Context: an optimization exercise on an open-source flow, tuned for small area. The choices shown serve that exercise and are no tape-out recipe. In this exercise RTL edits were held to simulation tests only and were not proved equivalent to the original. In every run shown here, the design's own scripts or RTL, not TritonCTS, make the clock network. The clock input has no modelled driver; a real chip could not lean on it and would need a root buffer or a full tree. Power and IR drop assume default switching activity.

===== flow/design.v =====
module ALU( input [15:0] A,B,
				input [3:0] aluC,
				input carryIn,
				output [15:0] nZ,
				output carryOut,
				output carryLoad );
	wire x, no2, a32, ma, y0, y1;
	u_xor2  d0( .A(aluC[1]), .B(aluC[0]), .Y(x) );
	u_inv   d1( .A(aluC[2]), .Y(no2) );
	u_and2  d2( .A(aluC[3]), .B(aluC[2]), .X(a32) );
	u_mux2i d3( .A0(no2), .A1(a32), .S(x), .Y(y1) );
	u_a22o  d4( .A1(x), .A2(aluC[3]), .B1(aluC[1]), .B2(no2), .X(y0) );
	u_o21ai d5( .A1(aluC[3]), .A2(aluC[0]), .B1(no2), .Y(ma) );
	wire ks  = (aluC[3:1] == 3'b010);
	wire nks = ~ks;
	wire kq  = (aluC[3:2] == 2'b00) | (aluC[3:1] == 3'b010) | (aluC == 4'b0110) | (aluC == 4'b1010) | (aluC == 4'b1111);
	wire ke  = (aluC[3:1] == 3'b011);
	wire kgt = (aluC == 4'b1101);
	wire keq = (aluC == 4'b1110);
	wire k1  = (aluC == 4'b1001);
	wire [8:0] cc;
	wire [15:0] p, e, nam;
	wire nZa0;
	assign cc[0] = (aluC == 4'b0101) & carryIn;
	genvar k;
	generate for (k = 0; k < 8; k = k + 1) begin : pairs
		if (k % 2 == 0) begin : t
			wire nch, G, P;
			if (k == 0) begin : b0
				aluBitT lo( .a(A[0]), .b(B[0]), .ma(ma), .y0(y0), .y1(y1), .kq(kq), .ke(ke), .ks(ks),
				            .c(cc[0]), .nam(nam[0]), .p(p[0]), .e(e[0]), .nz(nZa0) );
			end else begin : bk
				aluBitT lo( .a(A[2*k]), .b(B[2*k]), .ma(ma), .y0(y0), .y1(y1), .kq(kq), .ke(ke), .ks(ks),
				            .c(cc[k]), .nam(nam[2*k]), .p(p[2*k]), .e(e[2*k]), .nz(nZ[2*k]) );
			end
			u_a21oi c1( .A1(p[2*k]), .A2(cc[k]), .B1(e[2*k]), .Y(nch) );
			aluBitN hi( .a(A[2*k+1]), .b(B[2*k+1]), .ma(ma), .y0(y0), .y1(y1), .kq(kq), .ke(ke), .nks(nks),
			            .nc(nch), .nam(nam[2*k+1]), .p(p[2*k+1]), .e(e[2*k+1]), .nz(nZ[2*k+1]) );
			u_a21o  g( .A1(p[2*k+1]), .A2(e[2*k]), .B1(e[2*k+1]), .X(G) );
			u_and2  q( .A(p[2*k+1]), .B(p[2*k]), .X(P) );
			u_a21oi c2( .A1(P), .A2(cc[k]), .B1(G), .Y(cc[k+1]) );
		end else begin : n
			wire ch, nG, nP;
			aluBitN lo( .a(A[2*k]), .b(B[2*k]), .ma(ma), .y0(y0), .y1(y1), .kq(kq), .ke(ke), .nks(nks),
			            .nc(cc[k]), .nam(nam[2*k]), .p(p[2*k]), .e(e[2*k]), .nz(nZ[2*k]) );
			u_mux2i c1( .A0(nam[2*k]), .A1(cc[k]), .S(p[2*k]), .Y(ch) );
			aluBitT hi( .a(A[2*k+1]), .b(B[2*k+1]), .ma(ma), .y0(y0), .y1(y1), .kq(kq), .ke(ke), .ks(ks),
			            .c(ch), .nam(nam[2*k+1]), .p(p[2*k+1]), .e(e[2*k+1]), .nz(nZ[2*k+1]) );
			u_a21oi g( .A1(p[2*k+1]), .A2(e[2*k]), .B1(e[2*k+1]), .Y(nG) );
			u_nand2 q( .A(p[2*k+1]), .B(p[2*k]), .Y(nP) );
			u_o21ai c2( .A1(nP), .A2(cc[k]), .B1(nG), .Y(cc[k+1]) );
		end
	end endgenerate
	wire allP = &p;
	wire ncmp = ~((cc[8] & kgt) | (allP & keq) | k1);
	assign nZ[0] = nZa0 & ncmp;
	assign carryLoad = (aluC[3:1] == 3'b010) | (aluC == 4'b1011) | (aluC == 4'b1100);
	assign carryOut = aluC[3] ? aluC[2] : (cc[8] & ~allP);
endmodule
module aluBitT( input a, b, ma, y0, y1, kq, ke, ks, c,
                output nam, p, e, nz );
	wire nbm, nq, ncg;
	u_nand2  g0( .A(a), .B(ma), .Y(nam) );
	u_mux2i  g1( .A0(y0), .A1(y1), .S(b), .Y(nbm) );
	u_xor2   g2( .A(nam), .B(nbm), .Y(p) );
	u_nor2   g3( .A(nam), .B(nbm), .Y(e) );
	u_a22oi  g4( .A1(p), .A2(kq), .B1(e), .B2(ke), .Y(nq) );
	u_nand2  g5( .A(c), .B(ks), .Y(ncg) );
	u_xnor2  g6( .A(nq), .B(ncg), .Y(nz) );
endmodule
module aluBitN( input a, b, ma, y0, y1, kq, ke, nks, nc,
                output nam, p, e, nz );
	wire nbm, nq, cg;
	u_nand2  g0( .A(a), .B(ma), .Y(nam) );
	u_mux2i  g1( .A0(y0), .A1(y1), .S(b), .Y(nbm) );
	u_xor2   g2( .A(nam), .B(nbm), .Y(p) );
	u_nor2   g3( .A(nam), .B(nbm), .Y(e) );
	u_a22oi  g4( .A1(p), .A2(kq), .B1(e), .B2(ke), .Y(nq) );
	u_nor2   g5( .A(nc), .B(nks), .Y(cg) );
	u_xor2   g6( .A(nq), .B(cg), .Y(nz) );
endmodule
module u_a22oi(input A1, A2, B1, B2, output Y); assign Y = ~((A1 & A2) | (B1 & B2)); endmodule
module u_a21o(input A1, A2, B1, output X); assign X = (A1 & A2) | B1; endmodule
module u_and2(input A, B, output X); assign X = A & B; endmodule
module u_a22o(input A1, A2, B1, B2, output X); assign X = (A1 & A2) | (B1 & B2); endmodule
module u_a21oi(input A1, A2, B1, output Y); assign Y = ~((A1 & A2) | B1); endmodule
module u_inv(input A, output Y); assign Y = ~A; endmodule
module u_o21ai(input A1, A2, B1, output Y); assign Y = ~((A1 | A2) & B1); endmodule
module u_nand2(input A, B, output Y); assign Y = ~(A & B); endmodule
module u_nor2(input A, B, output Y); assign Y = ~(A | B); endmodule
module u_nor2b(input A, B_N, output Y); assign Y = ~(A | ~B_N); endmodule
module u_xor2(input A, B, output Y); assign Y = A ^ B; endmodule
module u_xnor2(input A, B, output Y); assign Y = ~(A ^ B); endmodule
module u_mux2i(input A0, A1, S, output Y); assign Y = ~(S ? A1 : A0); endmodule
module u_a222oi(input A1, A2, B1, B2, C1, C2, output Y);
	assign Y = ~((A1 & A2) | (B1 & B2) | (C1 & C2));
endmodule
module shifter( input [15:0] nZ,
					 input [1:0] SH,
					 output [15:0] C );
	wire s0 = (SH == 2'b00);
	wire sL = (SH == 2'b10);
	genvar i;
	generate for (i = 1; i < 15; i = i + 1) begin : mid
		u_a222oi g( .A1(nZ[i]), .A2(s0), .B1(nZ[i+1]), .B2(SH[0]), .C1(nZ[i-1]), .C2(sL), .Y(C[i]) );
	end endgenerate
	u_a221oi g15( .A1(nZ[15]), .A2(s0), .B1(nZ[14]), .B2(sL), .C1(SH[0]), .Y(C[15]) );
	u_a221oi g0( .A1(nZ[0]), .A2(s0), .B1(nZ[1]), .B2(SH[0]), .C1(sL), .Y(C[0]) );
endmodule
module u_a221oi(input A1, A2, B1, B2, C1, output Y);
	assign Y = ~((A1 & A2) | (B1 & B2) | C1);
endmodule
module ALUUnit( input CK4,
                input [15:0] A,
                input [15:0] B,
                input [3:0] aluC,
                input [1:0] SH,
                output [15:0] C,
                output CY );
	wire [15:0] nZ;
	wire [15:0] shRes;
	wire carryOut;
	wire carryLoad;
	reg carryFlag;
	reg [15:0] OperandRegister1;
	reg [15:0] OperandRegister2;
	reg inst5;
	ALU inst1( .A(A), .B(B), .aluC(aluC), .carryIn(carryFlag),
	           .nZ(nZ), .carryOut(carryOut), .carryLoad(carryLoad) );
	shifter inst2( .nZ(nZ), .SH(SH), .C(shRes) );
	always @ (posedge CK4)
		if (carryLoad)
			carryFlag <= carryOut;
	always @ (posedge CK4)
		OperandRegister1 <= shRes;
	always @ (negedge CK4)
		OperandRegister2 <= OperandRegister1;
	always @ (negedge CK4)
		inst5 <= carryFlag;
	assign C = OperandRegister2;
	assign CY = inst5;
endmodule

===== flow/flow/run.sh =====
#!/bin/bash
# Own flow: the standard layout (standard.sh) with a few ORFS hooks.
#  - every port keeps its buffer, made with the smallest buffer cell
#  - before floorplan, combinational cells go to their smallest drive
#    strength; the flow's timing repair upsizes only where timing needs it
#  - the clock network is built by hand (pre_cts.tcl): CK4 drives one clock
#    buffer for the rising-edge registers and the synthesis inverter for the
#    falling-edge ones
#  - power recovery after global routing downsizes cells with slack left
set -euo pipefail
here=$(pwd)
export BUFFER_PORTS_ARGS="-buffer_cell sky130_fd_sc_hd__buf_1"
export PRE_FLOORPLAN_TCL="$here/flow/downsize.tcl"
export PRE_CTS_TCL="$here/flow/pre_cts.tcl"
export FLOW_CLK_BUF=sky130_fd_sc_hd__clkbuf_8
export FLOW_CLK_INV=sky130_fd_sc_hd__clkinv_4
export RECOVER_POWER=100
bash standard.sh > "$here/standard_flow.log" 2>&1

===== flow/flow/downsize.tcl =====
# Swap each combinational cell for the smallest cell of its family
# (same function and pins, e.g. a222oi_2 -> a222oi_1).
set db [ord::get_db]
set fam {}
foreach lib [$db getLibs] {
  foreach m [$lib getMasters] {
    set n [$m getName]
    if { [regexp {^(sky130_fd_sc_hd__[a-z0-9]+)_([0-9]+)$} $n -> base drive] } {
      set area [expr { [$m getWidth] * [$m getHeight] }]
      if { ![dict exists $fam $base] || $area < [lindex [dict get $fam $base] 1] || \
           ($area == [lindex [dict get $fam $base] 1] && $drive > [lindex [dict get $fam $base] 2]) } {
        dict set fam $base [list $m $area $drive]
      }
    }
  }
}
set swapped 0
foreach inst [[ord::get_db_block] getInsts] {
  set m [$inst getMaster]
  set n [$m getName]
  if { ![regexp {^(sky130_fd_sc_hd__[a-z0-9]+)_([0-9]+)$} $n -> base drive] } { continue }
  if { [regexp {^sky130_fd_sc_hd__(s?e?df|dl|sdl|clk|conb|tap|fill|decap|diode)} $n] } { continue }
  set best [lindex [dict get $fam $base] 0]
  if { [$best getName] ne $n } {
    $inst swapMaster $best
    incr swapped
  }
}
puts "downsize.tcl: swapped $swapped cells to their smallest drive strength"

===== flow/flow/pre_cts.tcl =====
# Clock network built by hand instead of by CTS.  The design has 18
# rising-edge registers on CK4 and 17 falling-edge registers behind the
# clock inverter that synthesis made.  CK4 drives two cells only: one clock
# buffer for the rising-edge registers and that inverter, sized up, for the
# falling-edge ones.  Each register sees a single clock cell, so the
# registers of each edge get their clock at nearly the same time.
proc repair_clock_inverters { args } {
  puts "pre_cts.tcl: falling-edge registers keep their shared clock inverter"
}

proc my_place_near { inst iterms } {
  set n 0; set sx 0; set sy 0
  foreach it $iterms {
    set loc [[$it getInst] getLocation]
    set sx [expr { $sx + [lindex $loc 0] }]
    set sy [expr { $sy + [lindex $loc 1] }]
    incr n
  }
  $inst setLocation [expr { $sx / $n }] [expr { $sy / $n }]
  $inst setPlacementStatus PLACED
}

rename clock_tree_synthesis my_unused_clock_tree_synthesis
proc clock_tree_synthesis { args } {
  set db [ord::get_db]
  set block [ord::get_db_block]
  set ck [$block findNet CK4]
  set regs {}
  set invs {}
  foreach it [$ck getITerms] {
    set m [[$it getInst] getMaster]
    if { [$m isSequential] } {
      lappend regs $it
    } elseif { [string match "sky130_fd_sc_hd__*inv_*" [$m getName]] } {
      lappend invs $it
    } else {
      error "pre_cts.tcl: unexpected clock load [[$it getInst] getName] ([$m getName])"
    }
  }
  if { [llength $invs] != 1 } { error "pre_cts.tcl: expected one clock inverter, found [llength $invs]" }
  $ck setSigType CLOCK

  # rising edge: CK4 -> clkbuf -> registers
  set buf [odb::dbInst_create $block [$db findMaster $::env(FLOW_CLK_BUF)] clkbuf_0_CK4]
  set net [odb::dbNet_create $block clknet_0_CK4]
  $net setSigType CLOCK
  [$buf findITerm A] connect $ck
  [$buf findITerm X] connect $net
  foreach it $regs {
    $it disconnect
    $it connect $net
  }
  my_place_near $buf $regs

  # falling edge: the synthesis inverter, sized for its registers
  set inv [[lindex $invs 0] getInst]
  $inv swapMaster [$db findMaster $::env(FLOW_CLK_INV)]
  set onet [[$inv findITerm Y] getNet]
  $onet setSigType CLOCK
  set oregs {}
  foreach it [$onet getITerms] {
    if { [[$it getInst] getName] ne [$inv getName] } { lappend oregs $it }
  }
  my_place_near $inv $oregs
  puts "pre_cts.tcl: [llength $regs] rising-edge registers on [$buf getName],\
    [llength $oregs] falling-edge registers on [$inv getName]"
  set_propagated_clock [all_clocks]
}

===== flow/standard.sh =====
#!/bin/bash
# synth_recipe.tcl (not shown) runs the flow's synth.tcl, then flattens the netlist and writes it again
# the make line also repeats each setting of config.mk as NAME=value (left out here)
make -C /OpenROAD-flow-scripts/flow DESIGN_CONFIG=/design/flow/config.mk WORK_HOME=/design/flow/orfs CLKGATE_MAP_FILE= SYNTH_SCRIPT=/design/flow/synth_recipe.tcl "${@:-finish}"

===== flow/config.mk =====
export PLATFORM = sky130hd
export DESIGN_NAME = ALUUnit
export DESIGN_NICKNAME = ALUUnit
export VERILOG_FILES = /design/flow/design.v
export SDC_FILE = /design/flow/constraint.sdc
export NUM_CORES = 4
export LEC_CHECK = 0
export CAP_MARGIN = 20
export CORE_MARGIN = 2
export CORE_UTILIZATION = 40
export GPL_TIMING_DRIVEN = 0
export SLEW_MARGIN = 20
export SYNTH_HIERARCHICAL = 1
export SYNTH_MINIMUM_KEEP_SIZE = 0

===== flow/constraint.sdc =====
create_clock -name core_clock -period 5.5 [get_ports {CK4}]
set_input_delay 1.1000 -clock core_clock [delete_from_list [all_inputs] [get_ports {CK4}]]
set_output_delay 1.1000 -clock core_clock [all_outputs]
set_load 0.01 [all_outputs]

==> flow_metrics.env, run 1 <==
export IMPL_start_util_pct=41.7
export IMPL_hold_path_class="register to register"
export IMPL_rr_startpoint="carryFlag$_DFFE_PP_"
export IMPL_crit_path_start_kind="primary input"
export IMPL_die_area_sq_mm=0.00554
export IMPL_finalNonFillerCells=354
export IMPL_drtAntennaViolNets=0
export IMPL_antenna_found_initial=0
export IMPL_final_max_slew_viol_count=0
export IMPL_crit_top_cell="a21oi_1"
export IMPL_worstHoldStart="carryFlag$_DFFE_PP_"
export IMPL_fin_nets=328
export IMPL_clk_pin_slew_ns=0.10
export IMPL_path_class="primary input to register"
export IMPL_synth_warnings=7
export IMPL_switching_share_pct=34.4
export IMPL_combPwrFrac_pct=39.2
export IMPL_drive_above_1_share_pct=3.48
export IMPL_ctsHoldBuffers=0
export IMPL_irDropWorstVdd_uv=122
export IMPL_rr_worst_depth=0
export IMPL_maxSlewHeadroom_pct=29.2
export IMPL_pre_cts_slack_ns=0.0276
export IMPL_cp_slowest_cell="xor2_1"
export IMPL_worst_pin_slew_ns=1.06
export IMPL_num_vias=1822
export IMPL_syn_inst=229
export IMPL_drt_iter0_markers=160
export IMPL_routed_via_density=5.15
export IMPL_fin_util_pct=49.0
export IMPL_port_buffers=55
export IMPL_netSwitchingPower_uw=214
export IMPL_min_period_ns=4.94
export IMPL_io_pins=56
export IMPL_fin_crit_sh_pct=89.9
export IMPL_dp_cells=352
export IMPL_cp_startpoint="aluC[0]"
export IMPL_leakage_uw=0.000941
export IMPL_maxCapViolCount=0
export IMPL_grt_overflow=0
export IMPL_pwr_share_clk_pct=12.5
export IMPL_wl_per_cell_um=12.4
export IMPL_fp_coreArea_sq_mm=0.00475
export IMPL_layout_setup_ws_ns=0.555
export IMPL_fillCellCount=506
export IMPL_worstPathCellList="clkbuf_1, xor2_1, mux2i_4, mux2i_1, xor2_1, and2_0, a21oi_1, o21ai_1, a21oi_1, o21ai_1, a21oi_1, o21ai_1, a21oi_1, o21ai_1, nor2b_1, o31ai_1, a21oi_1, a221oi_1"
export IMPL_intPower_uw=407
export IMPL_insertedDiodeCount=0
export IMPL_path_max_fanout=7
export IMPL_grt_max_degree=19
export IMPL_clk_latency_ns=0.15
export IMPL_num_rows=25
export IMPL_place_gp_congestion=0.903
export IMPL_arrival_ns=5.00
export IMPL_cpPeakStageDelay_ns=0.44
export IMPL_p_seq_share_pct=48.4
export IMPL_finalSetupViolCount=0
export IMPL_dp_hpwl_um=3410
export IMPL_rrSetupSlack_ns=2.16
export IMPL_drtPass1Iterations=4
export IMPL_end_kind="register"
export IMPL_whs_ns=1.17
export IMPL_grt_pass1_vias=1618
export IMPL_fin_skew_ns=0.0789
export IMPL_wl_um=4400
export IMPL_worstPathRequired_ns=5.56
export IMPL_status="no timing/DRC/antenna violations"
export IMPL_power_density_mw_per_mm2=266
export IMPL_dieHeight_um=74.4
export IMPL_fp_dieW_um=74.4
export IMPL_grtUsageTotal_pct=15.5
export IMPL_min_to="OperandRegister1[2]$_DFF_P_"
export IMPL_syn_nets=268
export IMPL_r2r_end="inst5$_DFF_N_"
export IMPL_worstHoldPathCells=5
export IMPL_fmax_mhz=202
export IMPL_hold_viol=0
export IMPL_grt_pass1_wl_um=7200
export IMPL_drcViolationCount=0
how the worst max path moves through the flow:
stage / endpoint / slack, ns / cells past startpoint
2_1_floorplan: OperandRegister1[1]$_DFF_P_ / 0.93 / 17
3_3_place_gp: OperandRegister1[1]$_DFF_P_ / -0.24 / 18
3_5_place_dp: OperandRegister1[0]$_DFF_P_ / 0.03 / 18
4_1_cts: OperandRegister1[0]$_DFF_P_ / 0.20 / 18
5_1_grt: OperandRegister1[0]$_DFF_P_ / -0.04 / 18
6_report: OperandRegister1[0]$_DFF_P_ / 0.56 / 18
cells in the final DEF (no fill, tap or decap), types with 2 or more instances in the layout:
master	n
nor2_1	27
inv_2	3
nand2_1	32
a21oi_1	13
xnor2_1	8
mux2i_1	22
clkbuf_1	2
and2_1	4
buf_1	54
a22oi_1	17
a21o_1	4
nor2b_1	2
o21ai_1	6
a222oi_1	14
nand2b_1	2
a221oi_1	2
nand4_1	4
dfxtp_1	33
xor2_1	25
routing by layer:
layer | GRT usage [%] | part of all wire (%) | vias to the layer above
li1 | - | - | 960
met1 | 22.4 | 49 | 813
met2 | 27.1 | 45 | 45
met3 | 0.678 | 4.2 | 4
met4 | 0.794 | 1.1 | 0
met5 | 0 | 0 | -
timing repair:
action	CTS	global route
setup endpoints to repair	0	5
buffers inserted	0	1
resized for setup	0	3
power by group through the flow:
stage | logic, uW | clock network, uW | registers (uW)
6_report | 243 | 77.3 | 300
3_3_place_gp | 234 | 20.7 | 306
2_1_floorplan | 161 | 20.7 | 318
5_1_grt | 273 | 91.1 | 305
3_5_place_dp | 236 | 20.7 | 307
4_1_cts | 237 | 82.8 | 301
worst max-delay path, delay by kind of cell:
kind | cells | cell delay [ns]
compound gates | 11 | 2.13
xor+xnor | 2 | 0.74
mux | 2 | 0.51
buf+inv | 1 | 0.26
simple gates | 2 | 0.25
sequential cells by signal, indices dropped and copies added (netlist names):
| register | flops |
|---|---|
| OperandRegister1 | 16 |
| inst5 | 1 |
| carryFlag | 1 |
| OperandRegister2 | 16 |
per-stage QoR:
| stage | cell area (sq um) | setup TNS, ns | total power [uW] |
|---|---|---|---|
| 5_1_grt | 2330 | -0.0364 | 669 |
| 3_5_place_dp | 2280 | 0 | 563 |
| 3_3_place_gp | 2270 | -0.605 | 560 |
| 6_report | 2330 | 0 | 620 |
| 2_1_floorplan | 1980 | 0 | 499 |
| 4_1_cts | 2300 | 0 | 620 |
area by class of cell:
type | count | area (sq um) | area share (%)
Multi-Input combinational cell | 190 | 1300 | 55.7
Sequential cell | 34 | 691 | 29.6
Timing Repair Buffer | 57 | 219 | 9.40
Tap cell | 67 | 83.8 | 3.60
Inverter | 4 | 20.0 | 0.859
Buffer | 2 | 17.5 | 0.752
==> run 2, diff against run 1 <==
--- a/flow/design.v
+++ b/flow/design.v
@@ -19,6 +19,7 @@
 	wire keq = (aluC == 4'b1110);
 	wire k1  = (aluC == 4'b1001);
 	wire [8:0] cc;
+	wire [7:0] pp;       
 	wire [15:0] p, e, nam;
 	wire nZa0;
 	assign cc[0] = (aluC == 4'b0101) & carryIn;
@@ -38,6 +39,7 @@
 			            .nc(nch), .nam(nam[2*k+1]), .p(p[2*k+1]), .e(e[2*k+1]), .nz(nZ[2*k+1]) );
 			u_a21o  g( .A1(p[2*k+1]), .A2(e[2*k]), .B1(e[2*k+1]), .X(G) );
 			u_and2  q( .A(p[2*k+1]), .B(p[2*k]), .X(P) );
+			assign pp[k] = P;
 			u_a21oi c2( .A1(P), .A2(cc[k]), .B1(G), .Y(cc[k+1]) );
 		end else begin : n
 			wire ch, nG, nP;
@@ -48,10 +50,11 @@
 			            .c(ch), .nam(nam[2*k+1]), .p(p[2*k+1]), .e(e[2*k+1]), .nz(nZ[2*k+1]) );
 			u_a21oi g( .A1(p[2*k+1]), .A2(e[2*k]), .B1(e[2*k+1]), .Y(nG) );
 			u_nand2 q( .A(p[2*k+1]), .B(p[2*k]), .Y(nP) );
+			assign pp[k] = nP;
 			u_o21ai c2( .A1(nP), .A2(cc[k]), .B1(nG), .Y(cc[k+1]) );
 		end
 	end endgenerate
-	wire allP = &p;
+	wire allP = (&{pp[6], pp[4], pp[2], pp[0]}) & ~(|{pp[7], pp[5], pp[3], pp[1]});
 	wire ncmp = ~((cc[8] & kgt) | (allP & keq) | k1);
 	assign nZ[0] = nZa0 & ncmp;
 	assign carryLoad = (aluC[3:1] == 3'b010) | (aluC == 4'b1011) | (aluC == 4'b1100);
==> run 2 against run 1 <==
Still clean on timing, DRC and antenna. First-iteration DRC count is 19% lower. Sequential share of layout area is 0.16 points higher. Hold slack better by 0.070 ns. Wire length is 3.7% lower. Critical path depth is 1 lower. Critical path type unchanged. Largest cell class unchanged. Highest routed layer unchanged.
==> flow_metrics.env, run 2 <==
export IMPL_fin_skew_ns=0.0801
export IMPL_grt_pass1_wl_um=6650
export IMPL_syn_inst=227
export IMPL_min_period_ns=4.93
export IMPL_finalSetupTns_ns=0
export IMPL_num_rows=25
export IMPL_routed_via_density=5.11
export IMPL_drt_iter0_markers=130
export IMPL_wl_um=4240
export IMPL_drive_above_1_share_pct=3.85
export IMPL_path_max_fanout=16
export IMPL_arrival_ns=4.98
export IMPL_worstPathRequired_ns=5.54
export IMPL_worst_pin_slew_ns=1.03
export IMPL_final_common_cell="buf_1"
export IMPL_fp_coreArea_sq_mm=0.00472
export IMPL_whs_ns=1.24
export IMPL_grt_pass1_vias=1444
export IMPL_drcViolationCount=0
export IMPL_end_kind="register"
export IMPL_reg_top3="OperandRegister1 (16), OperandRegister2 (16)"
export IMPL_mostFrequentLayoutCells="buf_1 (54), dfxtp_1 (33), nand2_1 (32)"
export IMPL_wl_per_cell_um=12.0
export IMPL_rsz0062_at_grt="false"
export IMPL_leakage_uw=0.000942
export IMPL_hold_path_class="register to register"
export IMPL_fin_crit_sh_pct=89.7
export IMPL_maxCapViolCount=0
export IMPL_synth_warnings=7
export IMPL_clk_latency_ns=0.15
export IMPL_syn_nets=266
export IMPL_fp_dieW_um=74.2
export IMPL_grt_max_degree=19
export IMPL_maxSlewHeadroom_pct=30.8
export IMPL_final_max_slew_viol_count=0
export IMPL_path_class="primary input to register"
export IMPL_port_buffers=55
export IMPL_insertedDiodeCount=0
export IMPL_drtAntennaViolNets=0
export IMPL_fmax_mhz=203
export IMPL_fin_nets=327
export IMPL_num_vias=1805
export IMPL_dieHeight_um=74.2
export IMPL_place_gp_congestion=0.841
export IMPL_status="no timing/DRC/antenna violations"
export IMPL_crit_path_start_kind="primary input"
export IMPL_grtUsageTotal_pct=14.7
export IMPL_hold_viol=0
export IMPL_start_util_pct=41.7
export IMPL_dp_hpwl_um=3340
export IMPL_io_pins=56
export IMPL_die_area_sq_mm=0.00550
export IMPL_grt_overflow=0
export IMPL_drtPass1Iterations=6
export IMPL_irDropWorstVdd_uv=116
export IMPL_clk_pin_slew_ns=0.09
export IMPL_power_density_mw_per_mm2=264
export IMPL_antenna_found_initial=0
export IMPL_finalSetupViolCount=0
export IMPL_fin_util_pct=49.1
==> run 2: cell types whose count changed in the layout (fill, tap and decap cells not counted) <==
cell and change:
nand4_1 -3, buf_4 +2, a22o_2 +1, a22o_4 -1
and2_0 -1, and2_1 +1, buf_2 -1, nor2_2 +1
nor4_1 -1, o21ai_1 +1, o21ai_2 -1, or4_1 +1
==> run 2: critical path, cell delays in order <==
cell and delay, ns:
clkbuf_1 0.16, o21ai_1 0.84, nand2_1 0.18, xor2_1 0.26, and2_1 0.19, a21oi_1 0.12, o21ai_1 0.25, a21oi_1 0.15
o21ai_1 0.25, a21oi_1 0.14, o21ai_1 0.24, a21oi_1 0.14, o21ai_1 0.21, nor2b_1 0.07, o31ai_1 0.22, a21oi_1 0.09
a221oi_1 0.35
==> run 2: area by class of cell <==
class / instances / area [sq um]
inverter: 4 / 20.0
buffer: 2 / 17.5
fill: 497 / 2410
multi-input combinational: 188 / 1280
tap: 67 / 83.8
sequential: 34 / 691
timing repair buffer: 58 / 229
==> run 2: path summary, 6_finish.rpt <==
| path | start | to | slack (ns) | cells past startpoint |
|---|---|---|---|---|
| setup / recovery | aluC[0] | OperandRegister1[0]$_DFF_P_ | 0.57 | 17 |
| hold / removal | carryFlag$_DFFE_PP_ | OperandRegister1[1]$_DFF_P_ | 1.24 | 5 |
| setup reg to reg | carryFlag$_DFFE_PP_ | inst5$_DFF_N_ | 2.13 | 0 |
| hold reg to reg | carryFlag$_DFFE_PP_ | OperandRegister1[1]$_DFF_P_ | 1.24 | 5 |
==> run 2: report_power, final <==
part           internal [uW]  leakage [uW]  switching [uW]  total, uW
combinational           93.4      0.000643             146        239
clock                   21.6     0.0000113            51.8       73.4
sequential               292      0.000287            8.49        300
==> run 2: routing by layer <==
metal	vias up	global-route usage (%)	wire length [um]
met5	-	0	0
li1	953	-	-
met3	3	0.542	180
met1	791	21.8	2150
met2	58	24.8	1870
met4	0	1.01	38
==> run 2: metrics by stage <==
stage               cells  area, sq um  worst slack (ns)  total power, uW
floorplan             227         1970             0.956              495
global placement      349         2260            -0.175              557
detailed placement    350         2270            0.0509              560
CTS                   351         2290             0.196              612
global route          353         2320            0.0635              656
finish                353         2320             0.568              613
==> run 2: timing repair <==
action / CTS / global route
setup endpoints to repair: 0 / 5
gates resized for setup: 0 / 2
hold buffers: 0 / 0
buffers inserted: 0 / 2
==> run 3, diff against run 2 <==
--- a/flow/config.mk
+++ b/flow/config.mk
@@ -5,10 +5,11 @@
 export SDC_FILE = /design/flow/constraint.sdc
 export NUM_CORES = 4
 export LEC_CHECK = 0
-export CAP_MARGIN = 20
+export CAP_MARGIN = 0
 export CORE_MARGIN = 2
 export CORE_UTILIZATION = 40
 export GPL_TIMING_DRIVEN = 0
-export SLEW_MARGIN = 20
+export SETUP_SLACK_MARGIN = -0.2
+export SLEW_MARGIN = 0
 export SYNTH_HIERARCHICAL = 1
 export SYNTH_MINIMUM_KEEP_SIZE = 0
==> run 3 against run 2 <==
Clock skew decreased by 0.0057 ns. Cell count decreased by 0.57%. Critical path depth increased by 1. Highest routed layer unchanged. Still clean on timing, DRC and antenna. Clock power about the same. Critical endpoint is now OperandRegister1[1]$_DFF_P_. Flip-flop and latch count unchanged.
==> flow_metrics.env, run 3 <==
export IMPL_reg_top3="OperandRegister1 (16), OperandRegister2 (16)"
export IMPL_fp_coreArea_sq_mm=0.00472
export IMPL_dp_cells=349
export IMPL_crit_top_cell="a21oi_1"
export IMPL_power_density_mw_per_mm2=266
export IMPL_min_period_ns=4.98
export IMPL_num_rows=25
export IMPL_hold_viol=0
export IMPL_grt_pass1_vias=1455
export IMPL_maxSlewHeadroom_pct=8.76
export IMPL_fp_dieW_um=74.2
export IMPL_finalSetupViolCount=0
export IMPL_io_pins=56
export IMPL_path_max_fanout=16
export IMPL_drive_above_1_share_pct=2.11
export IMPL_fmax_mhz=201
export IMPL_r2r_end="inst5$_DFF_N_"
export IMPL_cpPeakStageDelay_ns=0.52
export IMPL_cp_startpoint="aluC[0]"
export IMPL_irDropWorstVdd_uv=106
export IMPL_fillCellCount=489
export IMPL_path_delay_family="compound AO/OA/AOI/OAI gates"
export IMPL_crit_end="OperandRegister1[1]$_DFF_P_"
export IMPL_crit_path_start_kind="primary input"
export IMPL_grt_max_degree=19
export IMPL_grt_pass1_wl_um=6540
export IMPL_port_buffers=55
export IMPL_start_util_pct=41.7
export IMPL_drtAntennaViolNets=0
export IMPL_cts_setup_buffers=0
export IMPL_die_area_sq_mm=0.00550
export IMPL_syn_nets=266
export IMPL_dp_hpwl_um=3230
export IMPL_leakage_uw=0.000933
export IMPL_hold_path_class="register to register"
export IMPL_path_class="primary input to register"
export IMPL_worst_pin_slew_ns=1.37
export IMPL_clk_latency_ns=0.15
export IMPL_place_gp_congestion=0.841
export IMPL_path_buf_inv=1
export IMPL_antenna_found_initial=0
export IMPL_power_uw=608
export IMPL_grt_overflow=0
export IMPL_drtPass1Iterations=6
export IMPL_status="no timing/DRC/antenna violations"
export IMPL_end_kind="register"
export IMPL_rr_worst_depth=0
export IMPL_worstPathRequired_ns=5.54
export IMPL_cts_resized=0
export IMPL_rr_startpoint="carryFlag$_DFFE_PP_"
export IMPL_mostFrequentLayoutCells="buf_1 (55), dfxtp_1 (33), nand2_1 (32)"
export IMPL_clk_pin_slew_ns=0.09
export IMPL_arrival_ns=5.02
export IMPL_final_common_cell="buf_1"
export IMPL_routed_via_density=5.00
export IMPL_cp_slowest_cell="a22o_1"
export IMPL_wl_um=4190
export IMPL_synth_warnings=7
export IMPL_fin_crit_sh_pct=90.5
export IMPL_finalNonFillerCells=351
export IMPL_dieHeight_um=74.2
export IMPL_wl_per_cell_um=11.9
export IMPL_drcViolationCount=0
export IMPL_fin_skew_ns=0.0744
export IMPL_syn_inst=227
export IMPL_grtUsageTotal_pct=14.3
export IMPL_worstPathCellList="buf_1, xor2_1, a22o_1, mux2i_1, xor2_1, and2_1, a21oi_1, o21ai_1, a21oi_1, o21ai_1, a21oi_1, o21ai_1, a21oi_1, o21ai_1, nor2b_1, o31ai_1, a21oi_1, a222oi_1"
export IMPL_final_max_slew_viol_count=0
export IMPL_drt_iter0_markers=133
export IMPL_insertedDiodeCount=0
export IMPL_num_vias=1756
export IMPL_place_area_sq_mm=0.00226
export IMPL_maxCapViolCount=0
export IMPL_crit_cells=18
export IMPL_fin_nets=325
export IMPL_ctsHoldBuffers=0
export IMPL_stdcell_area_sq_mm=0.00229
export IMPL_rrSetupSlack_ns=2.14
[run 3: cell types whose count changed in the layout (fill, tap and decap cells not counted)]
cell	change
buf_4	-2
nor2_2	-1
clkbuf_1	-1
mux2i_4	-1
buf_1	+1
a22o_2	-1
a22o_1	+1
mux2i_1	+1
nor2_1	+1
[run 3: worst min path at each step]
stage,startpoint,endpoint,slack (ns),depth (start not counted)
3_3_place_gp,carryFlag$_DFFE_PP_,OperandRegister1[1]$_DFF_P_,1.18,5
2_1_floorplan,carryFlag$_DFFE_PP_,OperandRegister1[0]$_DFF_P_,1.01,5
3_5_place_dp,carryFlag$_DFFE_PP_,OperandRegister1[2]$_DFF_P_,1.19,5
4_1_cts,carryFlag$_DFFE_PP_,OperandRegister1[1]$_DFF_P_,1.21,5
5_1_grt,carryFlag$_DFFE_PP_,OperandRegister1[0]$_DFF_P_,1.30,6
6_report,carryFlag$_DFFE_PP_,OperandRegister1[1]$_DFF_P_,1.21,6
[run 3: metal layers]
metal	up-vias	global-route usage (%)	part of all wire, %
li1	951	-	-
met1	749	21.2	51
met2	54	23.8	44
met3	2	0.949	4.2
met4	0	1.41	0.91
met5	-	0	0
[run 3: where the power goes]
part	total [uW]	switching [uW]	internal, uW
clock network	73.1	51.5	21.6
logic	235	144	90.3
registers	300	8.71	292
total	608	205	403
[run 3: tightest hold or removal path: cells and delay by family (launching register included)]
kind	cells	cell delay, ns
AOI/OAI and AO/OA	3	0.36
xor gates and xnor gates	1	0.16
DFF	1	0.37
and+or+nand+nor	2	0.27
[run 3: cell type report]
cell class,instances,area (sq um),area share (%)
Multi-Input combinational cell,188,1260,55.1
Inverter,4,20.0,0.876
Timing Repair Buffer,56,214,9.36
Sequential cell,34,691,30.2
Tap cell,67,83.8,3.67
Buffer,2,17.5,0.766
[run 3: metrics by stage]
step | setup slack [ns] | utilization, % | TNS, ns | hold WS [ns]
after detailed placement | -0.235 | 47.8 | -0.636 | 1.19
after global routing | -0.00602 | 48.4 | -0.00602 | 1.30
final | 0.521 | 48.4 | 0 | 1.21
after CTS | -0.0892 | 48.2 | -0.157 | 1.21
after global placement | -0.175 | 47.8 | -0.410 | 1.18
after floorplan | 0.956 | - | 0 | 1.01
==> run 4, diff against run 3 <==
--- a/flow/design.v
+++ b/flow/design.v
@@ -4,11 +4,11 @@
 				output [15:0] nZ,
 				output carryOut,
 				output carryLoad );
-	wire x, no2, a32, ma, y0, y1;
+	wire x, t, no2, ma, y0, y1;
 	u_xor2  d0( .A(aluC[1]), .B(aluC[0]), .Y(x) );
 	u_inv   d1( .A(aluC[2]), .Y(no2) );
-	u_and2  d2( .A(aluC[3]), .B(aluC[2]), .X(a32) );
-	u_mux2i d3( .A0(no2), .A1(a32), .S(x), .Y(y1) );
+	u_nand2 d2( .A(x), .B(aluC[3]), .Y(t) );
+	u_mux2  d3( .A0(x), .A1(t), .S(aluC[2]), .X(y1) );
 	u_a22o  d4( .A1(x), .A2(aluC[3]), .B1(aluC[1]), .B2(no2), .X(y0) );
 	u_o21ai d5( .A1(aluC[3]), .A2(aluC[0]), .B1(no2), .Y(ma) );
 	wire ks  = (aluC[3:1] == 3'b010);
@@ -85,6 +85,7 @@
 module u_a22oi(input A1, A2, B1, B2, output Y); assign Y = ~((A1 & A2) | (B1 & B2)); endmodule
 module u_a21o(input A1, A2, B1, output X); assign X = (A1 & A2) | B1; endmodule
 module u_and2(input A, B, output X); assign X = A & B; endmodule
+module u_mux2(input A0, A1, S, output X); assign X = S ? A1 : A0; endmodule
 module u_a22o(input A1, A2, B1, B2, output X); assign X = (A1 & A2) | (B1 & B2); endmodule
 module u_a21oi(input A1, A2, B1, output Y); assign Y = ~((A1 & A2) | B1); endmodule
 module u_inv(input A, output Y); assign Y = ~A; endmodule
==> run 4 against run 3 <==
Maximum frequency up 0.21%. Die area barely moved. Clock skew up 0.0029 ns. Wire length up 4.0%. Via count grew 2.1%. Critical endpoint unchanged. Highest routed layer unchanged.
==> flow_metrics.env, run 4 <==
export IMPL_status="no timing/DRC/antenna violations"
export IMPL_clk_pin_slew_ns=0.09
export IMPL_path_max_fanout=16
export IMPL_rsz0062_at_grt="false"
export IMPL_dp_hpwl_um=3340
export IMPL_num_vias=1792
export IMPL_fp_dieW_um=74.1
export IMPL_grt_overflow=0
export IMPL_cts_resized=0
export IMPL_whs_ns=1.22
export IMPL_leakage_uw=0.000930
export IMPL_finalSetupTns_ns=0
export IMPL_r2r_end="inst5$_DFF_N_"
export IMPL_wl_per_cell_um=12.4
export IMPL_clk_latency_ns=0.15
export IMPL_die_area_sq_mm=0.00550
export IMPL_port_buffers=55
export IMPL_regArea_sq_um=691
export IMPL_fin_nets=325
export IMPL_syn_nets=266
export IMPL_dp_cells=349
export IMPL_grt_max_degree=19
export IMPL_dieHeight_um=74.1
export IMPL_crit_end="OperandRegister1[1]$_DFF_P_"
export IMPL_final_max_slew_viol_count=0
export IMPL_crit_path_start_kind="primary input"
export IMPL_stdcell_area_sq_mm=0.00228
export IMPL_place_gp_congestion=0.872
export IMPL_synth_warnings=7
export IMPL_wl_um=4360
export IMPL_rr_startpoint="carryFlag$_DFFE_PP_"
export IMPL_fmax_mhz=201
export IMPL_drtAntennaViolNets=0
export IMPL_ctsHoldBuffers=0
export IMPL_maxSlewHeadroom_pct=23.5
export IMPL_syn_inst=227
export IMPL_worst_pin_slew_ns=1.14
export IMPL_grtUsageTotal_pct=15.6
export IMPL_path_class="primary input to register"
export IMPL_io_pins=56
export IMPL_multi_input_area_sq_mm=0.00126
export IMPL_min_period_ns=4.97
export IMPL_fin_crit_sh_pct=90.3
export IMPL_start_util_pct=41.7
export IMPL_worstPathRequired_ns=5.55
export IMPL_mostFrequentLayoutCells="buf_1 (54), dfxtp_1 (33), nand2_1 (33)"
export IMPL_grt_pass1_wl_um=7020
export IMPL_drt_iter0_markers=106
export IMPL_drcViolationCount=0
export IMPL_grt_pass1_vias=1541
export IMPL_maxCapViolCount=0
export IMPL_drtPass1Iterations=5
export IMPL_power_density_mw_per_mm2=270
export IMPL_rrSetupSlack_ns=2.12
export IMPL_reg_top3="OperandRegister1 (16), OperandRegister2 (16)"
export IMPL_end_kind="register"
export IMPL_routed_via_density=5.11
export IMPL_hold_viol=0
export IMPL_finalSetupViolCount=0
export IMPL_antenna_found_initial=0
export IMPL_hold_path_class="register to register"
export IMPL_num_rows=25
export IMPL_insertedDiodeCount=0
export IMPL_fillCellCount=498
export IMPL_final_common_cell="buf_1"
export IMPL_irDropWorstVdd_uv=122
export IMPL_finalNonFillerCells=351
export IMPL_arrival_ns=5.02
export IMPL_rr_worst_depth=0
export IMPL_cts_setup_buffers=0
export IMPL_fp_coreArea_sq_mm=0.00472
export IMPL_cp_startpoint="aluC[0]"
export IMPL_place_area_sq_mm=0.00226
export IMPL_fin_skew_ns=0.0773
export IMPL_drive_above_1_share_pct=2.46
-- run 4: metal layers --
| layer | global-route usage (%) | share of wire [%] |
|---|---|---|
| met4 | 2.02 | 1.1 |
| met5 | 0 | 0 |
| met2 | 26.3 | 45 |
| met3 | 0.813 | 5.6 |
| met1 | 22.6 | 48 |
-- run 4: cell type report --
class | instances | share of cell area (%)
multi-input combinational | 188 | 55.1
inverter | 4 | 0.876
tap | 67 | 3.67
buffer | 2 | 0.767
timing repair buffer | 56 | 9.36
sequential | 34 | 30.2
-- run 4: where the power goes --
group          switching, uW  internal (uW)  leakage (uW)
Clock                   52.7           21.6     0.0000113
Combinational            148           92.1      0.000631
Sequential              8.81            292      0.000287
Total                    210            406      0.000930
-- run 4: critical path, stage by stage --
cell	delay [ns]
clkbuf_1	0.25
xor2_1	0.26
a22o_1	0.57
mux2i_1	0.21
xor2_1	0.27
and2_1	0.19
a21oi_1	0.10
o21ai_1	0.26
a21oi_1	0.16
o21ai_1	0.23
a21oi_1	0.13
o21ai_1	0.23
a21oi_1	0.15
o21ai_1	0.20
nor2b_1	0.07
o31ai_1	0.22
a21oi_1	0.09
a222oi_1	0.32
-- run 4: worst min-delay path by stage --
stage	startpoint	endpoint	slack [ns]	cells after the start
after CTS	carryFlag$_DFFE_PP_	OperandRegister1[0]$_DFF_P_	1.23	5
after global placement	carryFlag$_DFFE_PP_	OperandRegister1[0]$_DFF_P_	1.19	5
after floorplan	carryFlag$_DFFE_PP_	OperandRegister1[0]$_DFF_P_	1.01	5
final	carryFlag$_DFFE_PP_	OperandRegister1[0]$_DFF_P_	1.22	5
after global routing	carryFlag$_DFFE_PP_	OperandRegister1[0]$_DFF_P_	1.36	5
after detailed placement	carryFlag$_DFFE_PP_	OperandRegister1[1]$_DFF_P_	1.19	5
-- run 4: metrics by stage --
stage                     setup slack (ns)  power, uW  utilization, %
after floorplan                       1.30        500               -
after global placement               0.377        562            47.8
after detailed placement             0.391        565            47.8
after CTS                            0.534        618            48.2
after global routing                0.0549        661            48.4
final                                0.531        616            48.4
==> run 5, diff against run 4 <==
--- a/flow/config.mk
+++ b/flow/config.mk
@@ -7,7 +7,7 @@
 export LEC_CHECK = 0
 export CAP_MARGIN = 0
 export CORE_MARGIN = 2
-export CORE_UTILIZATION = 40
+export CORE_UTILIZATION = 50
 export GPL_TIMING_DRIVEN = 0
 export SETUP_SLACK_MARGIN = -0.2
 export SLEW_MARGIN = 0
==> run 5 against run 4 <==
Maximum frequency down 1.2%. Combinational power about the same. Synthesized cell count unchanged. Sequential power about the same. Sequential share of layout area up 0.42 points. Total power down 0.22%. Via count up 0.78%. Core utilization up 12 points. Hold slack better by 0.013 ns. Design area down 1.4%. Die area down 19%. Critical path type unchanged. Largest cell class unchanged. Largest power group unchanged.
==> flow_metrics.env, run 5 <==
export IMPL_status="no timing/DRC/antenna violations"
export IMPL_dp_hpwl_um=3250
export IMPL_reg_top3="OperandRegister1 (16), OperandRegister2 (16)"
export IMPL_regArea_sq_um=691
export IMPL_dieHeight_um=66.7
export IMPL_mostFrequentLayoutCells="buf_1 (55), dfxtp_1 (33), nand2_1 (33)"
export IMPL_crit_path_start_kind="primary input"
export IMPL_grt_overflow=0
export IMPL_drtAntennaViolNets=0
export IMPL_cts_setup_buffers=0
export IMPL_place_gp_congestion=0.908
export IMPL_syn_nets=266
export IMPL_arrival_ns=5.08
export IMPL_hold_viol=0
export IMPL_grt_pass1_vias=1615
export IMPL_fin_nets=324
export IMPL_drt_iter0_markers=69
export IMPL_place_area_sq_mm=0.00223
export IMPL_wl_per_cell_um=12.5
export IMPL_worstHoldPathCells=5
export IMPL_clk_pin_slew_ns=0.09
export IMPL_fp_dieW_um=66.7
export IMPL_switching_share_pct=34.0
export IMPL_cpPeakStageDelay_ns=0.89
export IMPL_worstPathCellList="buf_1, o21ai_1, nand2_1, xor2_1, and2_1, a21oi_1, o21ai_1, a21oi_1, o21ai_1, a21oi_1, o21ai_1, a21oi_1, o21ai_1, nor2b_1, o31ai_1, a21oi_1, a222oi_1"
export IMPL_grt_pass1_wl_um=7000
export IMPL_power_uw=614
export IMPL_fmax_mhz=199
export IMPL_clk_latency_ns=0.15
export IMPL_path_class="primary input to register"
export IMPL_cp_slowest_cell="o21ai_1"
export IMPL_ctsHoldBuffers=0
export IMPL_grt_max_degree=19
export IMPL_num_rows=22
export IMPL_fp_coreArea_sq_mm=0.00372
export IMPL_final_common_cell="buf_1"
export IMPL_fin_crit_sh_pct=91.4
export IMPL_routed_via_density=5.46
export IMPL_wl_um=4140
export IMPL_cts_resized=0
export IMPL_die_area_sq_mm=0.00445
export IMPL_hold_path_class="register to register"
export IMPL_multi_input_area_sq_mm=0.00126
export IMPL_maxCapViolCount=0
export IMPL_final_max_slew_viol_count=0
export IMPL_whs_ns=1.23
export IMPL_drcViolationCount=0
export IMPL_maxSlewHeadroom_pct=13.5
export IMPL_io_pins=56
export IMPL_path_max_fanout=16
export IMPL_netSwitchingPower_uw=209
export IMPL_p_seq_share_pct=49.1
export IMPL_intPower_uw=405
export IMPL_port_buffers=55
export IMPL_combPwrFrac_pct=38.8
export IMPL_irDropWorstVdd_uv=121
export IMPL_synth_warnings=7
export IMPL_fin_skew_ns=0.0756
export IMPL_start_util_pct=53.0
export IMPL_grtUsageTotal_pct=19.4
export IMPL_min_period_ns=5.03
export IMPL_stdcell_area_sq_mm=0.00225
export IMPL_drtPass1Iterations=5
export IMPL_syn_inst=227
export IMPL_finalSetupViolCount=0
export IMPL_insertedDiodeCount=0
export IMPL_power_density_mw_per_mm2=273
export IMPL_antenna_found_initial=0
export IMPL_drive_above_1_share_pct=2.12
export IMPL_fin_util_pct=60.6
export IMPL_rr_worst_depth=0
export IMPL_end_kind="register"
export IMPL_fillCellCount=358
export IMPL_leakage_uw=0.000925
export IMPL_worst_pin_slew_ns=1.30
export IMPL_worstPathRequired_ns=5.55
export IMPL_pwr_share_clk_pct=12.1
export IMPL_num_vias=1806
-- run 5: area by class of cell --
class	instances	area share (%)
well taps	48	2.67
multi-input cells	188	55.9
inverters	4	0.888
repair buffers	55	9.16
plain buffers	2	0.777
flip-flops and latches	34	30.6
-- run 5: stage by stage --
step	TNS, ns	worst slack (ns)	std cells
2_1_floorplan	0	1.30	227
3_3_place_gp	0	0.305	330
3_5_place_dp	0	0.310	330
4_1_cts	0	0.468	331
5_1_grt	-0.110	-0.0780	331
6_report	0	0.473	331
-- run 5: power groups by stage --
stage	registers, uW	logic, uW	clock network, uW
after global placement	307	235	20.7
after floorplan	319	161	20.7
final	302	238	74.4
after detailed placement	309	235	20.7
after global routing	307	269	85.7
after CTS	303	236	76.5
-- run 5: worst paths after layout --
path | start | to | slack, ns
worst max-delay path | aluC[0] | OperandRegister1[1]$_DFF_P_ | 0.47
worst min-delay path | carryFlag$_DFFE_PP_ | OperandRegister1[0]$_DFF_P_ | 1.23
worst max register to register | carryFlag$_DFFE_PP_ | inst5$_DFF_N_ | 2.12
worst min register to register | carryFlag$_DFFE_PP_ | OperandRegister1[0]$_DFF_P_ | 1.23
-- run 5: per-layer routing --
layer	vias up	wire length, um	share of wire, %	track usage, %
met5	-	0	0	0
met2	62	1900	46	35.8
li1	946	-	-	-
met4	0	41	0.99	2.55
met1	794	1980	48	25.7
met3	4	220	5.3	0.338
-- run 5: worst max-delay path: cells and delay by family --
kind,cells,cell delay [ns]
buf+inv,1,0.16
simple gates,3,0.48
compound gates,12,3.08
xor+xnor,1,0.28
==> run 6, diff against run 5 <==
--- a/flow/design.v
+++ b/flow/design.v
@@ -8,7 +8,7 @@
 	u_xor2  d0( .A(aluC[1]), .B(aluC[0]), .Y(x) );
 	u_inv   d1( .A(aluC[2]), .Y(no2) );
 	u_nand2 d2( .A(x), .B(aluC[3]), .Y(t) );
-	u_mux2  d3( .A0(x), .A1(t), .S(aluC[2]), .X(y1) );
+	u_a22o  d3( .A1(aluC[2]), .A2(t), .B1(no2), .B2(x), .X(y1) );
 	u_a22o  d4( .A1(x), .A2(aluC[3]), .B1(aluC[1]), .B2(no2), .X(y0) );
 	u_o21ai d5( .A1(aluC[3]), .A2(aluC[0]), .B1(no2), .Y(ma) );
 	wire ks  = (aluC[3:1] == 3'b010);
@@ -85,7 +85,6 @@
 module u_a22oi(input A1, A2, B1, B2, output Y); assign Y = ~((A1 & A2) | (B1 & B2)); endmodule
 module u_a21o(input A1, A2, B1, output X); assign X = (A1 & A2) | B1; endmodule
 module u_and2(input A, B, output X); assign X = A & B; endmodule
-module u_mux2(input A0, A1, S, output X); assign X = S ? A1 : A0; endmodule
 module u_a22o(input A1, A2, B1, B2, output X); assign X = (A1 & A2) | (B1 & B2); endmodule
 module u_a21oi(input A1, A2, B1, output Y); assign Y = ~((A1 & A2) | B1); endmodule
 module u_inv(input A, output Y); assign Y = ~A; endmodule
==> run 6 against run 5 <==
Design area fell by 0.11%. Largest cell class unchanged. Hold slack improved by 0.014 ns. Largest power group unchanged. Clock skew is 0.0045 ns higher.
==> flow_metrics.env, run 6 <==
export IMPL_status="no timing/DRC/antenna violations"
export IMPL_antenna_found_initial=0
export IMPL_netSwitchingPower_uw=203
export IMPL_insertedDiodeCount=0
export IMPL_fin_nets=324
export IMPL_leakage_uw=0.000918
export IMPL_intPower_uw=401
export IMPL_fp_dieW_um=66.7
export IMPL_synth_warnings=7
export IMPL_worstPathCellList="buf_1, xor2_1, nand2_1, a22o_1, mux2i_1, xor2_1, and2_1, a21oi_1, o21ai_1, a21oi_1, o21ai_1, a21oi_1, o21ai_1, a21oi_1, o21ai_1, nor2b_1, o31ai_1, a21oi_1, a221oi_1"
export IMPL_irDropWorstVdd_uv=127
export IMPL_drt_iter0_markers=80
export IMPL_final_max_slew_viol_count=0
export IMPL_layout_setup_ws_ns=0.434
export IMPL_drtAntennaViolNets=0
export IMPL_maxSlewHeadroom_pct=12.5
export IMPL_grt_pass1_wl_um=7230
export IMPL_wl_um=4070
export IMPL_drtPass1Iterations=8
export IMPL_finalSetupViolCount=0
export IMPL_hold_path_class="register to register"
export IMPL_switching_share_pct=33.6
export IMPL_crit_top_cell="a21oi_1"
export IMPL_maxCapViolCount=0
export IMPL_final_common_cell="buf_1"
export IMPL_clk_latency_ns=0.15
export IMPL_power_uw=603
export IMPL_cpPeakStageDelay_ns=0.40
export IMPL_hold_viol=0
export IMPL_place_gp_congestion=0.929
export IMPL_path_max_fanout=16
export IMPL_io_pins=56
export IMPL_cts_resized=0
export IMPL_start_util_pct=52.9
export IMPL_clk_pin_slew_ns=0.09
export IMPL_port_buffers=55
export IMPL_fmax_mhz=197
export IMPL_grt_pass1_vias=1634
export IMPL_dieHeight_um=66.7
export IMPL_fillCellCount=373
export IMPL_worstPathRequired_ns=5.55
export IMPL_wl_per_cell_um=12.3
export IMPL_syn_inst=227
export IMPL_dp_cells=330
export IMPL_finalNonFillerCells=331
export IMPL_p_seq_share_pct=49.7
export IMPL_dp_hpwl_um=3240
export IMPL_worst_pin_slew_ns=1.31
export IMPL_ctsHoldBuffers=0
export IMPL_syn_nets=266
export IMPL_num_vias=1813
export IMPL_num_rows=22
export IMPL_path_class="primary input to register"
export IMPL_power_density_mw_per_mm2=268
export IMPL_finalSetupTns_ns=0
export IMPL_fp_coreArea_sq_mm=0.00372
export IMPL_end_kind="register"
export IMPL_routed_via_density=5.48
export IMPL_cp_slowest_cell="a22o_1"
export IMPL_drcViolationCount=0
export IMPL_pre_cts_slack_ns=0.364
export IMPL_combPwrFrac_pct=38.0
export IMPL_grt_max_degree=19
export IMPL_fin_crit_sh_pct=92.1
export IMPL_drive_above_1_share_pct=1.77
export IMPL_reg_top3="OperandRegister1 (16), OperandRegister2 (16)"
export IMPL_min_period_ns=5.07
export IMPL_pwr_share_clk_pct=12.2
export IMPL_cts_setup_buffers=0
export IMPL_mostFrequentLayoutCells="buf_1 (55), dfxtp_1 (33), nand2_1 (33)"
export IMPL_grtUsageTotal_pct=19.9
export IMPL_arrival_ns=5.11
export IMPL_die_area_sq_mm=0.00445
export IMPL_grt_overflow=0
export IMPL_crit_path_start_kind="primary input"
export IMPL_fin_skew_ns=0.0801
run 6: layout make-up:
class	instances	area [sq um]	share of cell area [%]
Buffer	2	17.5	0.778
Sequential cell	34	691	30.7
Tap cell	48	60.1	2.67
Multi-Input combinational cell	188	1260	55.8
Inverter	4	20.0	0.889
Timing Repair Buffer	55	206	9.17
run 6: metal layers:
metal	global-route usage (%)	up-vias	share of wire [%]
met5	0	-	0
met4	2.04	0	0.98
met3	0.507	5	5.0
met2	34.9	58	45
met1	28.3	797	49
li1	-	953	-
run 6: path summary, 6_finish.rpt:
kind                                          start                     endpoint  slack [ns]  depth (start not counted)
worst max-delay path                        aluC[0]  OperandRegister1[0]$_DFF_P_        0.43                         19
worst min-delay path            carryFlag$_DFFE_PP_  OperandRegister1[1]$_DFF_P_        1.25                          6
worst max register to register  carryFlag$_DFFE_PP_                inst5$_DFF_N_        2.12                          0
worst min register to register  carryFlag$_DFFE_PP_  OperandRegister1[1]$_DFF_P_        1.25                          6
run 6: worst max-delay path, delay by kind of cell:
kind / cells / cell delay (ns)
AO/OA/AOI/OAI: 12 / 2.60
XOR/XNOR: 2 / 0.50
multiplexers: 1 / 0.30
AND/OR/NAND/NOR: 3 / 0.36
buffers and inverters: 1 / 0.23
run 6: power groups by stage:
stage	registers (uW)	logic, uW	clock network (uW)
finish	300	229	73.9
global route	305	260	86.6
CTS	301	228	77.7
detailed placement	306	227	20.7
global placement	305	227	20.7
floorplan	317	155	20.7
run 6: metrics by stage:
| step | cell area (sq um) | hold slack (ns) | util, % |
|---|---|---|---|
| 2_1_floorplan | 1970 | 1.01 | - |
| 3_3_place_gp | 2230 | 1.21 | 60.1 |
| 3_5_place_dp | 2230 | 1.21 | 60.1 |
| 4_1_cts | 2250 | 1.23 | 60.6 |
| 5_1_grt | 2250 | 1.34 | 60.6 |
| 6_report | 2250 | 1.25 | 60.6 |
==> run 7, diff against run 6 <==
--- a/flow/flow/run.sh
+++ b/flow/flow/run.sh
@@ -12,7 +12,7 @@
 export BUFFER_PORTS_ARGS="-buffer_cell sky130_fd_sc_hd__buf_1"
 export PRE_FLOORPLAN_TCL="$here/flow/downsize.tcl"
 export PRE_CTS_TCL="$here/flow/pre_cts.tcl"
-export FLOW_CLK_BUF=sky130_fd_sc_hd__clkbuf_8
+export FLOW_CLK_BUF=sky130_fd_sc_hd__buf_6
 export FLOW_CLK_INV=sky130_fd_sc_hd__clkinv_4
 export RECOVER_POWER=100
 bash standard.sh > "$here/standard_flow.log" 2>&1
==> run 7 against run 6 <==
Cell count is the same. Design area shrank 0.11%. First-iteration DRC count shrank 3.8%. Largest power group unchanged. Core utilization shrank 0.067 points. Total power shrank 0.43%. Clock skew shrank 0.024 ns. Flip-flop and latch count is the same. Global-route usage is the same. Still clean. Register-to-register slack gained 0.02 ns.
==> flow_metrics.env, run 7 <==
export IMPL_min_to="OperandRegister1[1]$_DFF_P_"
export IMPL_fp_coreArea_sq_mm=0.00372
export IMPL_leakage_uw=0.000917
export IMPL_crit_path_start_kind="primary input"
export IMPL_end_kind="register"
export IMPL_finalSetupViolCount=0
export IMPL_fin_crit_sh_pct=92.9
export IMPL_worst_pin_slew_ns=1.31
export IMPL_fp_dieW_um=66.7
export IMPL_maxSlewHeadroom_pct=12.5
export IMPL_hold_path_class="register to register"
export IMPL_min_period_ns=5.11
export IMPL_drtPass1Iterations=7
export IMPL_wl_um=4050
export IMPL_status="no timing/DRC/antenna violations"
export IMPL_intPower_uw=399
export IMPL_p_seq_share_pct=49.9
export IMPL_port_buffers=55
export IMPL_reg_top3="OperandRegister1 (16), OperandRegister2 (16)"
export IMPL_routed_via_density=5.44
export IMPL_fmax_mhz=196
export IMPL_place_gp_congestion=0.929
export IMPL_dp_hpwl_um=3240
export IMPL_arrival_ns=5.13
export IMPL_r2r_end="inst5$_DFF_N_"
export IMPL_num_rows=22
export IMPL_final_common_cell="buf_1"
export IMPL_ctsHoldBuffers=0
export IMPL_grt_pass1_vias=1634
export IMPL_worstPathRequired_ns=5.52
export IMPL_finalSetupTns_ns=0
export IMPL_power_density_mw_per_mm2=267
export IMPL_combPwrFrac_pct=38.2
export IMPL_drtAntennaViolNets=0
export IMPL_worstHoldStart="carryFlag$_DFFE_PP_"
export IMPL_wl_per_cell_um=12.2
export IMPL_syn_nets=266
export IMPL_start_util_pct=52.9
export IMPL_grt_overflow=0
export IMPL_synth_warnings=7
export IMPL_stdcell_area_sq_mm=0.00225
export IMPL_clk_pin_slew_ns=0.10
export IMPL_fin_skew_ns=0.0561
export IMPL_antenna_found_initial=0
export IMPL_irDropWorstVdd_uv=123
export IMPL_maxCapViolCount=0
export IMPL_cts_setup_buffers=0
export IMPL_num_vias=1802
export IMPL_syn_inst=227
export IMPL_dieHeight_um=66.7
export IMPL_path_class="primary input to register"
export IMPL_rrSetupSlack_ns=2.14
export IMPL_hold_viol=0
export IMPL_grt_pass1_wl_um=7230
export IMPL_place_area_sq_mm=0.00223
export IMPL_fin_nets=324
export IMPL_clk_latency_ns=0.13
export IMPL_netSwitchingPower_uw=202
export IMPL_switching_share_pct=33.6
export IMPL_final_max_slew_viol_count=0
export IMPL_die_area_sq_mm=0.00445
export IMPL_drt_iter0_markers=77
export IMPL_drive_above_1_share_pct=1.77
export IMPL_worstHoldPathCells=5
export IMPL_io_pins=56
export IMPL_drcViolationCount=0
export IMPL_cp_startpoint="aluC[0]"
export IMPL_dp_cells=330
export IMPL_rr_startpoint="carryFlag$_DFFE_PP_"
export IMPL_rr_worst_depth=0
export IMPL_grtUsageTotal_pct=19.9
export IMPL_pwr_share_clk_pct=11.9
export IMPL_grt_max_degree=19
export IMPL_insertedDiodeCount=0
export IMPL_path_max_fanout=16
export IMPL_finalNonFillerCells=331
export IMPL_mostFrequentLayoutCells="buf_1 (55), dfxtp_1 (33), nand2_1 (33)"
export IMPL_cts_resized=0
==> run 7: cell types whose count changed in the layout (fill, tap and decap cells not counted) <==
cell and delta:
buf_6 +1, clkbuf_8 -1
==> run 7: area by class of cell <==
type,count,area [sq um]
Multi-Input combinational cell,188,1260
Fill cell,374,1470
Buffer,2,15.0
Inverter,4,20.0
Sequential cell,34,691
Timing Repair Buffer,55,206
Tap cell,48,60.1
==> run 7: worst max path at each step <==
stage,end,slack (ns),cells after the start
6_report,OperandRegister1[0]$_DFF_P_,0.39,19
5_1_grt,OperandRegister1[0]$_DFF_P_,-0.03,18
4_1_cts,OperandRegister1[1]$_DFF_P_,0.50,19
3_5_place_dp,OperandRegister1[0]$_DFF_P_,0.36,19
3_3_place_gp,OperandRegister1[1]$_DFF_P_,0.34,19
2_1_floorplan,OperandRegister1[1]$_DFF_P_,1.29,18
==> run 7: power groups by stage <==
stage	logic [uW]	registers [uW]	clock network (uW)
after CTS	228	301	75.5
final	229	300	71.4
after detailed placement	227	306	20.7
after global placement	227	305	20.7
after floorplan	155	317	20.7
after global routing	260	305	84.5
==> run 7: worst max-delay path, stage by stage <==
cell and delay [ns]:
buf_1 0.24, xor2_1 0.26, nand2_1 0.08, a22o_1 0.40, mux2i_1 0.30, xor2_1 0.24, and2_1 0.21, a21oi_1 0.12
o21ai_1 0.23, a21oi_1 0.14, o21ai_1 0.23, a21oi_1 0.16, o21ai_1 0.25, a21oi_1 0.16, o21ai_1 0.24, nor2b_1 0.07
o31ai_1 0.24, a21oi_1 0.10, a221oi_1 0.35
==> run 7: per-stage QoR <==
stage	hold WS [ns]	total power (uW)	setup WS [ns]	utilization, %
final	1.27	601	0.393	60.5
after global routing	1.34	650	-0.0306	60.5
after CTS	1.23	604	0.504	60.5
after detailed placement	1.21	554	0.364	60.1
after global placement	1.21	553	0.344	60.1
after floorplan	1.01	492	1.29	-
==> run 7: per-layer routing <==
metal	up-vias	GRT usage, %	wire (um)
li1	952	-	-
met2	54	34.9	1820
met5	-	0	0
met4	0	2.04	40
met3	5	0.507	187
met1	791	28.3	2000
